Source: an optimization exercise on an open RTL-to-GDS flow (aim: small area). Production flows keep margins and buffers that such runs may drop.
In this exercise RTL edits were held to simulation tests only and were not proved equivalent to the original.

==> flow/design.v (outline; a module is shown in full before it is edited, if it fits) <==
// module system_top: 2213 lines
// module fa_cell: 4 lines
// module ha_cell: 4 lines
module system_top (
    input  wire               clk,
    input  wire               rst_n,
    input  wire signed [15:0] data_in,
    output wire signed [3:0]  sdm_out
);
  // ...
==> flow/run.sh <==
#!/bin/bash
# synth_recipe.tcl (not shown) runs the flow's synth.tcl, then flattens the netlist and writes it again
# the make line also repeats each setting of config.mk as NAME=value (left out here)
make -C /OpenROAD-flow-scripts/flow DESIGN_CONFIG=/design/flow/config.mk WORK_HOME=/design/flow/orfs CLKGATE_MAP_FILE= SYNTH_SCRIPT=/design/flow/synth_recipe.tcl finish
==> flow/config.mk <==
export PLATFORM = sky130hd
export DESIGN_NAME = system_top
export DESIGN_NICKNAME = system_top
export VERILOG_FILES = /design/flow/design.v
export SDC_FILE = /design/flow/constraint.sdc
export NUM_CORES = 4
export LEC_CHECK = 0
export CAP_MARGIN = 20
export CORE_MARGIN = 2
export CORE_UTILIZATION = 40
export CTS_BUF_LIST = sky130_fd_sc_hd__clkbuf_4
export PLACE_DENSITY = 0.6
export SLEW_MARGIN = 20
export SYNTH_HIERARCHICAL = 1
==> flow/constraint.sdc <==
create_clock -name core_clock -period 20.0 [get_ports {clk}]
set_input_delay 4.0000 -clock core_clock [delete_from_list [all_inputs] [get_ports {clk}]]
set_output_delay 4.0000 -clock core_clock [all_outputs]
set_load 0.01 [all_outputs]
==> flow_summary.ini, run 1 <==
[global_route]
use_met2_pct = 23.4
overflow = 0
grt_usage_pct = 15.5
antenna_found_initial = 4

[cells_and_area]
largest_reg_flops = 816
drive_gt1_share_pct = 17.0
multi_input_area_share_pct = 40.7
seq_cells = 1178
mostFrequentLayoutCell = dfxtp_1

[sta]
final-max-slew-violation-count = 0
fmax_mhz = 58.6

[clock_tree]
cts_htree_levels = 5
cts_resized = 0
clkSinkCount = 1178
clock_latency_ps = 1200
cts-root-buf = clkbuf_4
clkTransAtPathRegs_ps = 70

[setup_path]
crit_family = adder cells
cp_max_fo = 14
reg2reg_depth = 47

[route]
drt_iter0_drc = 1502
route.detailed.drc = 0
drt-total-wl_um = 87600

[place]
postPlaceCellArea_um2 = 48800

[status]
status = timing/DRC/antenna clean

[yosys]
synthMuxAreaShare_pct = 0.877
synth_commonest_cells = dfxtp_1, fa_1, nand2_1
ys_types = 80
ys_ff_latch = 1178
synth_top_family_by_area = adder cells

[floorplanning]
start_util_pct = 40.4
io_pins = 22
==> run 2: changes to the inputs <==
--- a/flow/config.mk
+++ b/flow/config.mk
@@ -8,7 +8,6 @@
 export CAP_MARGIN = 20
 export CORE_MARGIN = 2
 export CORE_UTILIZATION = 40
-export CTS_BUF_LIST = sky130_fd_sc_hd__clkbuf_4
 export PLACE_DENSITY = 0.6
 export SLEW_MARGIN = 20
 export SYNTH_HIERARCHICAL = 1
==> flow_summary.ini, run 2 <==
[cells_and_area]
reg_top3 = r1 x816, r2 x176
mostFrequentLayoutCells = dfxtp_1, fa_1, nand2_1
final_util_pct = 45.3
drive_gt1_share_pct = 10.5
areaGrowthSynthToFinish_pct = 12.2
largest_register = r1
instances_no_fill = 4990
nets = 4200
largest_reg_flops = 816
mostFrequentLayoutCell = dfxtp_1

[floorplanning]
die_y_um = 347
rows = 125
die-area_um2 = 120000
start_util_pct = 40.4
io_pins = 22
coreArea_um2 = 116000
die_x_um = 347

[setup_path]
cp_max_fo = 14
crit_type = register to register
start_kind = register
slowest_delay_ps = 550
critPathSlowestCell = fa_1
worstPathArrival_ps = 17800
critPathCaptureType = register
crit_top_cell = fa_1
required_ps = 20630

[place]
gp_congestion = 0.865
io_buffers = 21
dpl.cell_count = 4785
dp_hpwl_um = 59600

[yosys]
synth_area_leader_cell = dfxtp_1
synthCells = 3320
yosysTopAreaCellShare_pct = 44.5
synth_commonest_cells = dfxtp_1, fa_1, nand2_1
ys_types = 80
ys_top_cells_by_area = dfxtp_1, fa_1, dfrtp_1, nand2_1, dfstp_2
synth_warnings = 8
syn_avg_cell_area_um2 = 14.1
async_flop_share_pct = 11.5
ys_ff_latch = 1178
yosysMostFrequentCell = dfxtp_1
syn_area_um2 = 46900
ys.flop_type = dfxtp_1
synth_seq_area_share_pct = 51.8
synth_edf_count = 0

[clock_tree]
cts_tree = built
cts-root-buf = clkbuf_16
clockBufferDepth = 3
clkTransAtPathRegs_ps = 60
cts_resized = 0
cts_inserted_buffers = 109
clkSinkCount = 1178
cts_htree_levels = 3
ctsHoldBuffers = 0
post_cts.repair.setup_buffers = 0
clock_latency_ps = 700

[global_route]
antenna_found_initial = 3
grt_usage_pct = 15.2
grt_max_degree = 82
grt_pass1_vias = 25200
grt_pass1_wl_um = 143000
overflow = 0

[route]
wire_per_inst_um = 17.4
drt_iter0_drc = 1613
route.detailed.drc = 0
ant_nets = 0
drt-total-wl_um = 86700
firstDrtPassIters = 8
viasPerCell = 4.66
dr_total_vias = 23300

[sta]
fin_crit_ps = 17170
fin_skew_ps = 52.2
finalCritPeriodShare_pct = 85.9
fin_tns_setup_ps = 0
tightest_slew_ps = 1210
fmax_mhz = 58.2
final-max-slew-violation-count = 0
finalSetupViolations = 0
slew_headroom_pct = 19.2
hold_viol = 0
rsz0062_at_grt = no
hold_ws_ps = 283

[job]
maxCapViolations = 0

[worst_hold_path]
hold_path_class = register to register

[status]
status = timing/DRC/antenna clean
==> run 2: cell families after synthesis <==
| kind of cell | count (synthesis) | synth area share, % |
|---|---|---|
| other | 1 | 0.00799 |
| flip-flops | 1178 | 51.8 |
| XOR/XNOR | 47 | 0.965 |
| adder cells (fa/ha/maj) | 812 | 33.4 |
| AND/OR/NAND/NOR | 626 | 5.84 |
| multiplexers | 36 | 0.877 |
| AO/OA/AOI/OAI | 306 | 4.30 |
| buffers and inverters | 314 | 2.78 |
==> run 2: area by class of cell <==
class,count,area [um^2]
tap,1524,1910
sequential,1178,24300
inverter,191,717
fill,10200,63600
clock inverter,60,773
clock buffer,143,3080
multi-input combinational,1831,21300
antenna,2,5.00
timing repair buffer,61,512
==> run 2: through the flow <==
step / area, um^2 / setup WS [ps]
final: 52700 / 2830
after floorplan: 46900 / 4230
after detailed placement: 48800 / 2750
after CTS: 52600 / 2710
after global placement: 48800 / 2920
after global routing: 52600 / 2020
==> run 2: path summary, 6_finish.rpt <==
path | start | to | slack (ps) | depth (start not counted)
min in group asynchronous | rst_n | int1[12] | 3370 | 1
min | r1[76] | r1[92] | 280 | 0
max | int3[8] | int1[31] | 2830 | 47
min reg2reg | r1[76] | r1[92] | 280 | 0
max in group asynchronous | rst_n | int2[2] | 15300 | 2
max reg2reg | int3[8] | int1[31] | 2830 | 47
==> run 2: worst max-delay path: cells and delay by family (launching register included) <==
kind,cells,cell delay [ps]
compound gates,4,800
fa+ha+maj,31,13120
xor+xnor,4,1010
simple gates,5,1260
flops,1,490
buf+inv,3,400
==> run 2: modules after synthesis, one instance, submodules excluded <==
module / flip-flops and latches / area [um^2]
ha_cell: 0 / 12.5
system_top: 1178 / 32000
fa_cell: 0 / 20.0
==> run 2: routing by layer <==
| layer | GRT usage, % | routed length (um) |
|---|---|---|
| met2 | 23.3 | 39400 |
| met4 | 4.75 | 2170 |
| met1 | 21.7 | 39800 |
| met3 | 3.20 | 5390 |
| met5 | 0 | 0 |
==> run 3: changes to the inputs <==
--- a/flow/config.mk
+++ b/flow/config.mk
@@ -8,6 +8,9 @@
 export CAP_MARGIN = 20
 export CORE_MARGIN = 2
 export CORE_UTILIZATION = 40
+export CTS_BUF_LIST = sky130_fd_sc_hd__clkbuf_16
+export CTS_CLUSTER_DIAMETER = 100
+export CTS_CLUSTER_SIZE = 24
 export PLACE_DENSITY = 0.6
 export SLEW_MARGIN = 20
 export SYNTH_HIERARCHICAL = 1
==> flow_summary.ini, run 3 <==
[cells_and_area]
nets = 4152
nFillCells = 10400
largest_reg_flops = 816
areaGrowthSynthToFinish_pct = 7.85
mostFrequentLayoutCell = dfxtp_1
mostFrequentLayoutCells = dfxtp_1, fa_1, nand2_1
drive_gt1_share_pct = 7.47
design_area_um2 = 50600
reg_top3 = r1 x816, r2 x176
largest_register = r1

[route]
viasPerCell = 4.68
route.detailed.drc = 0
ant_nets = 0
firstDrtPassIters = 5
wire_per_inst_um = 17.5
dr_total_vias = 22800
drt_iter0_drc = 1457
drt-total-wl_um = 85400

[clock_tree]
clkSinkCount = 1178
cts_inserted_buffers = 61
cts_tree = built
cts-root-buf = clkbuf_16
clockBufferDepth = 3
clkTransAtPathRegs_ps = 80
post_cts.repair.setup_buffers = 0
cts_resized = 0
clock_latency_ps = 690
ctsHoldBuffers = 0
cts_htree_levels = 2

[global_route]
grt_pass1_vias = 24600
grt_max_degree = 82
overflow = 0
grt_pass1_wl_um = 140000
antenna_found_initial = 3
grt_usage_pct = 14.9

[yosys]
synth_area_leader_cell = dfxtp_1
synthMuxAreaShare_pct = 0.877
synth_simple_gate_area_share_pct = 5.84
ys_ff_latch = 1178
synth_commonest_cells = dfxtp_1, fa_1, nand2_1
synth_edf_count = 0
synth_compound_area_share_pct = 4.30
yosysMostFrequentCell = dfxtp_1
syn_avg_cell_area_um2 = 14.1
synth_top_family_by_area = adder cells
yosysTopAreaCellShare_pct = 44.5
ys.flop_type = dfxtp_1
synthCells = 3320
synthAdderAreaFrac_pct = 33.4
async_flop_share_pct = 11.5
ys_top_cells_by_area = dfxtp_1, fa_1, dfrtp_1, nand2_1, dfstp_2
ys_types = 80
synth_xor_area_share_pct = 0.965
synth_seq_area_share_pct = 51.8
synth_warnings = 8
syn_area_um2 = 46900

[floorplanning]
start_util_pct = 40.4
die-area_um2 = 120000
die_y_um = 347
die_x_um = 347
io_pins = 22
coreArea_um2 = 116000
rows = 125

[setup_path]
slowest_delay_ps = 550
crit_top_cell = fa_1
worstPathArrival_ps = 17770
crit_type = register to register
start_kind = register
cp_max_fo = 14
critPathSlowestCell = fa_1
critPathCaptureType = register
required_ps = 20600

[sta]
hold_viol = 0
fin_tns_setup_ps = 0
tightest_slew_ps = 1160
slew_headroom_pct = 22.6
finalCritPeriodShare_pct = 85.9
final-max-slew-violation-count = 0
rsz0062_at_grt = no
fin_skew_ps = 37.8
hold_ws_ps = 307
fin_crit_ps = 17180
finalSetupViolations = 0
fmax_mhz = 58.2

[job]
maxCapViolations = 0

[status]
status = timing/DRC/antenna clean

[place]
dp_hpwl_um = 59600
gp_congestion = 0.865
postPlaceCellArea_um2 = 48800
io_buffers = 21

[worst_hold_path]
hold_path_class = register to register
[run 3: cell counts after synthesis]
Identical to the previous run, type by type.
[run 3: worst paths after layout]
kind	cells after the start	slack (ps)	to	from
min	0	310	r1[272]	r1[256]
min in group asynchronous	1	3350	int1[17]	rst_n
max in group asynchronous	2	15320	int3[7]	rst_n
max reg2reg	47	2820	int1[31]	int3[8]
max	47	2820	int1[31]	int3[8]
min reg2reg	0	310	r1[272]	r1[256]
[run 3: cells by family (layout without fill, tap and decap cells)]
| logic type | after synthesis | after routing |
|---|---|---|
| fa+ha+maj | 812 | 812 |
| xor+xnor | 47 | 47 |
| mux | 36 | 36 |
| other cells | 1 | 6 |
| simple gates | 626 | 626 |
| buf+inv | 314 | 339 |
| flops | 1178 | 1178 |
| compound gates | 306 | 306 |
[run 3: per-module statistics from Yosys (local to each module, per instance)]
module	flops+latches	copies in the design	cells inside
system_top	1178	1	2573
ha_cell	0	10	1
fa_cell	0	737	1
[run 3: final cells by class]
class / instances / area (um^2) / share of cell area (%)
antenna: 2 / 5.00 / 0.00989
sequential: 1178 / 24300 / 48.0
multi-input combinational: 1831 / 21300 / 42.2
timing repair buffer: 61 / 512 / 1.01
tap: 1524 / 1910 / 3.77
clock buffer: 61 / 1530 / 3.02
inverter: 191 / 717 / 1.42
clock inverter: 26 / 284 / 0.561
[run 3: worst max-delay path, delay by kind of cell (launching register included)]
| kind | cells | cell delay [ps] |
|---|---|---|
| compound gates | 4 | 810 |
| xor+xnor | 4 | 1010 |
| fa+ha+maj | 31 | 13160 |
| buf+inv | 3 | 410 |
| flops | 1 | 510 |
| simple gates | 5 | 1250 |
[run 3: metrics by stage]
stage	setup WS, ps	util (%)	std cells
after floorplan	4230	-	3323
after global placement	2920	42.0	4785
after detailed placement	2750	42.0	4785
after CTS	2730	43.5	4872
after global routing	2050	43.5	4872
final	2820	43.6	4874
[run 3: per-layer routing]
| metal | vias to the layer above | GRT usage (%) | wire [um] |
|---|---|---|---|
| met3 | 115 | 2.50 | 4510 |
| met5 | - | 0 | 0 |
| li1 | 10300 | - | - |
| met1 | 11900 | 21.7 | 39900 |
| met4 | 0 | 3.89 | 1960 |
| met2 | 521 | 23.1 | 38900 |
==> run 4: changes to the inputs <==
--- a/flow/config.mk
+++ b/flow/config.mk
@@ -9,8 +9,8 @@
 export CORE_MARGIN = 2
 export CORE_UTILIZATION = 40
 export CTS_BUF_LIST = sky130_fd_sc_hd__clkbuf_16
-export CTS_CLUSTER_DIAMETER = 100
-export CTS_CLUSTER_SIZE = 24
+export CTS_CLUSTER_DIAMETER = 80
+export CTS_CLUSTER_SIZE = 30
 export PLACE_DENSITY = 0.6
 export SLEW_MARGIN = 20
 export SYNTH_HIERARCHICAL = 1
==> flow_summary.ini, run 4 <==
[yosys]
synth_warnings = 8
ys_ff_latch = 1178
synthCells = 3320
async_flop_share_pct = 11.5
synth_compound_area_share_pct = 4.30
syn_area_um2 = 46900
synth_commonest_cells = dfxtp_1, fa_1, nand2_1
yosysTopAreaCellShare_pct = 44.5
synth_edf_count = 0
synth_simple_gate_area_share_pct = 5.84
synthAdderAreaFrac_pct = 33.4
synth_area_leader_cell = dfxtp_1
syn_avg_cell_area_um2 = 14.1
synth_seq_area_share_pct = 51.8
ys.flop_type = dfxtp_1
synth_top_family_by_area = adder cells
yosysMostFrequentCell = dfxtp_1
ys_top_cells_by_area = dfxtp_1, fa_1, dfrtp_1, nand2_1, dfstp_2
ys_types = 80
synth_xor_area_share_pct = 0.965
synthMuxAreaShare_pct = 0.877

[cells_and_area]
mostFrequentLayoutCell = dfxtp_1
areaGrowthSynthToFinish_pct = 7.91
mostFrequentLayoutCells = dfxtp_1, fa_1, nand2_1
multi_input_area_um2 = 21300
largest_reg_flops = 816
instances_no_fill = 4871
nFillCells = 10400
nets = 4146
seq_area_um2 = 24300
final_util_pct = 43.6
largest_register = r1
reg_top3 = r1 x816, r2 x176
drive_gt1_share_pct = 7.53

[setup_path]
cp_max_fo = 14
required_ps = 20620
reg2reg_depth = 47
crit_type = register to register
crit_top_cell = fa_1
critPathSlowestCell = fa_1
worstPathArrival_ps = 17720
critPathCaptureType = register
slowest_delay_ps = 550
start_kind = register

[clock_tree]
post_cts.repair.setup_buffers = 0
cts_tree = built
cts_htree_levels = 2
cts-root-buf = clkbuf_16
ctsHoldBuffers = 0
cts_inserted_buffers = 55
clkTransAtPathRegs_ps = 100
clockBufferDepth = 3
clock_latency_ps = 710
clkSinkCount = 1178
cts_resized = 0

[sta]
fin_crit_ps = 17100
finalSetupViolations = 0
fmax_mhz = 58.5
rsz0062_at_grt = no
final-max-slew-violation-count = 0
finalCritPeriodShare_pct = 85.5
slew_headroom_pct = 22.6
tightest_slew_ps = 1160
fin_tns_setup_ps = 0
fin_skew_ps = 56.0
hold_viol = 0

[floorplanning]
coreArea_um2 = 116000
rows = 125
start_util_pct = 40.4
die-area_um2 = 120000
die_y_um = 347
die_x_um = 347
io_pins = 22

[route]
firstDrtPassIters = 6
viasPerCell = 4.68
drt-total-wl_um = 85000
dr_total_vias = 22800
wire_per_inst_um = 17.4
route.detailed.drc = 0
drt_iter0_drc = 1578
ant_nets = 0

[worst_hold_path]
hold_depth = 0
hold_path_class = register to register

[global_route]
overflow = 0
grt_max_degree = 82
grt_usage_pct = 14.8
grt_pass1_wl_um = 140000
antenna_found_initial = 3
grt_pass1_vias = 24500

[place]
io_buffers = 21
gp_congestion = 0.865
dpl.cell_count = 4785
dp_hpwl_um = 59600

[status]
status = timing/DRC/antenna clean

[job]
maxCapViolations = 0
[run 4: per-layer routing]
layer	track usage, %	vias to the layer above	wire [um]
met5	0	-	0
met4	4.03	0	2010
met3	2.55	120	4320
met2	22.8	477	38800
met1	21.7	11900	39800
li1	-	10300	-
[run 4: worst max-delay path: cells and delay by family, from the launching register on]
family          cells  cell delay (ps)
compound gates      4              810
buf+inv             3              400
xor+xnor            4             1010
simple gates        5             1250
fa+ha+maj          31            13090
flops               1              500
[run 4: Yosys stat by module (local to each module, per instance)]
| module | flip-flops and latches | cell area, um^2 |
|---|---|---|
| fa_cell | 0 | 20.0 |
| ha_cell | 0 | 12.5 |
| system_top | 1178 | 32000 |
[run 4: logic make-up (layout without fill, tap and decap cells)]
group                      count (synthesis)  in the layout
xor gates and xnor gates                  47             47
AOI/OAI and AO/OA                        306            306
buffers and inverters                    314            336
muxes                                     36             36
other                                      1              6
adders and majority gates                812            812
DFF                                     1178           1178
and+or+nand+nor                          626            626
[run 4: cell type report]
type | instances | share of cell area (%)
Clock buffer | 55 | 2.72
Multi-Input combinational cell | 1831 | 42.2
Inverter | 191 | 1.42
Clock inverter | 29 | 0.912
Antenna cell | 2 | 0.00988
Timing Repair Buffer | 61 | 1.01
Sequential cell | 1178 | 48.0
Tap cell | 1524 | 3.77
[run 4: worst paths after layout]
kind	start	endpoint	slack [ps]
hold / removal	r1[242]	r1[258]	290
hold reg to reg	r1[242]	r1[258]	290
max in group asynchronous	rst_n	int3[7]	15290
setup reg to reg	int3[8]	int1[31]	2900
min in group asynchronous	rst_n	int1[17]	3370
setup / recovery	int3[8]	int1[31]	2900
[run 4: per-stage QoR]
stage / setup WS (ps) / hold WS, ps / instance area, um^2
4_1_cts: 2760 / 282 / 50600
6_report: 2900 / 287 / 50600
3_5_place_dp: 2750 / 312 / 48800
3_3_place_gp: 2920 / 309 / 48800
5_1_grt: 2080 / 288 / 50600
2_1_floorplan: 4230 / 310 / 46900

==> afterwards: timing with drivers on the ports <==
The flow's constraints put no driver on any port. The routed layouts listed below were extracted and timed again, unchanged, in two steps. Step 1: set_driving_cell puts a clkbuf_16 on clk and a buf_2 on each other input, an assumption about the parent block. Step 2 also shifts input and output timing later by t, the mid clock arrival at the registers, as if the neighbouring blocks saw the same clock. a / b / c = ideal ports / drivers / drivers and shift; a / b = the first two.
run	t (ns)	setup WS [ns]	worst register clock-pin slew, ns
run 1	1.188	2.924 / 2.924 / 2.924	0.08 / 0.08
run 2	0.762	2.826 / 2.826 / 2.826	0.07 / 0.07
run 3	0.745	2.825 / 2.825 / 2.825	0.10 / 0.10
run 4	0.744	2.901 / 2.901 / 2.901	0.11 / 0.11
After both steps setup and hold are still met in every run listed.
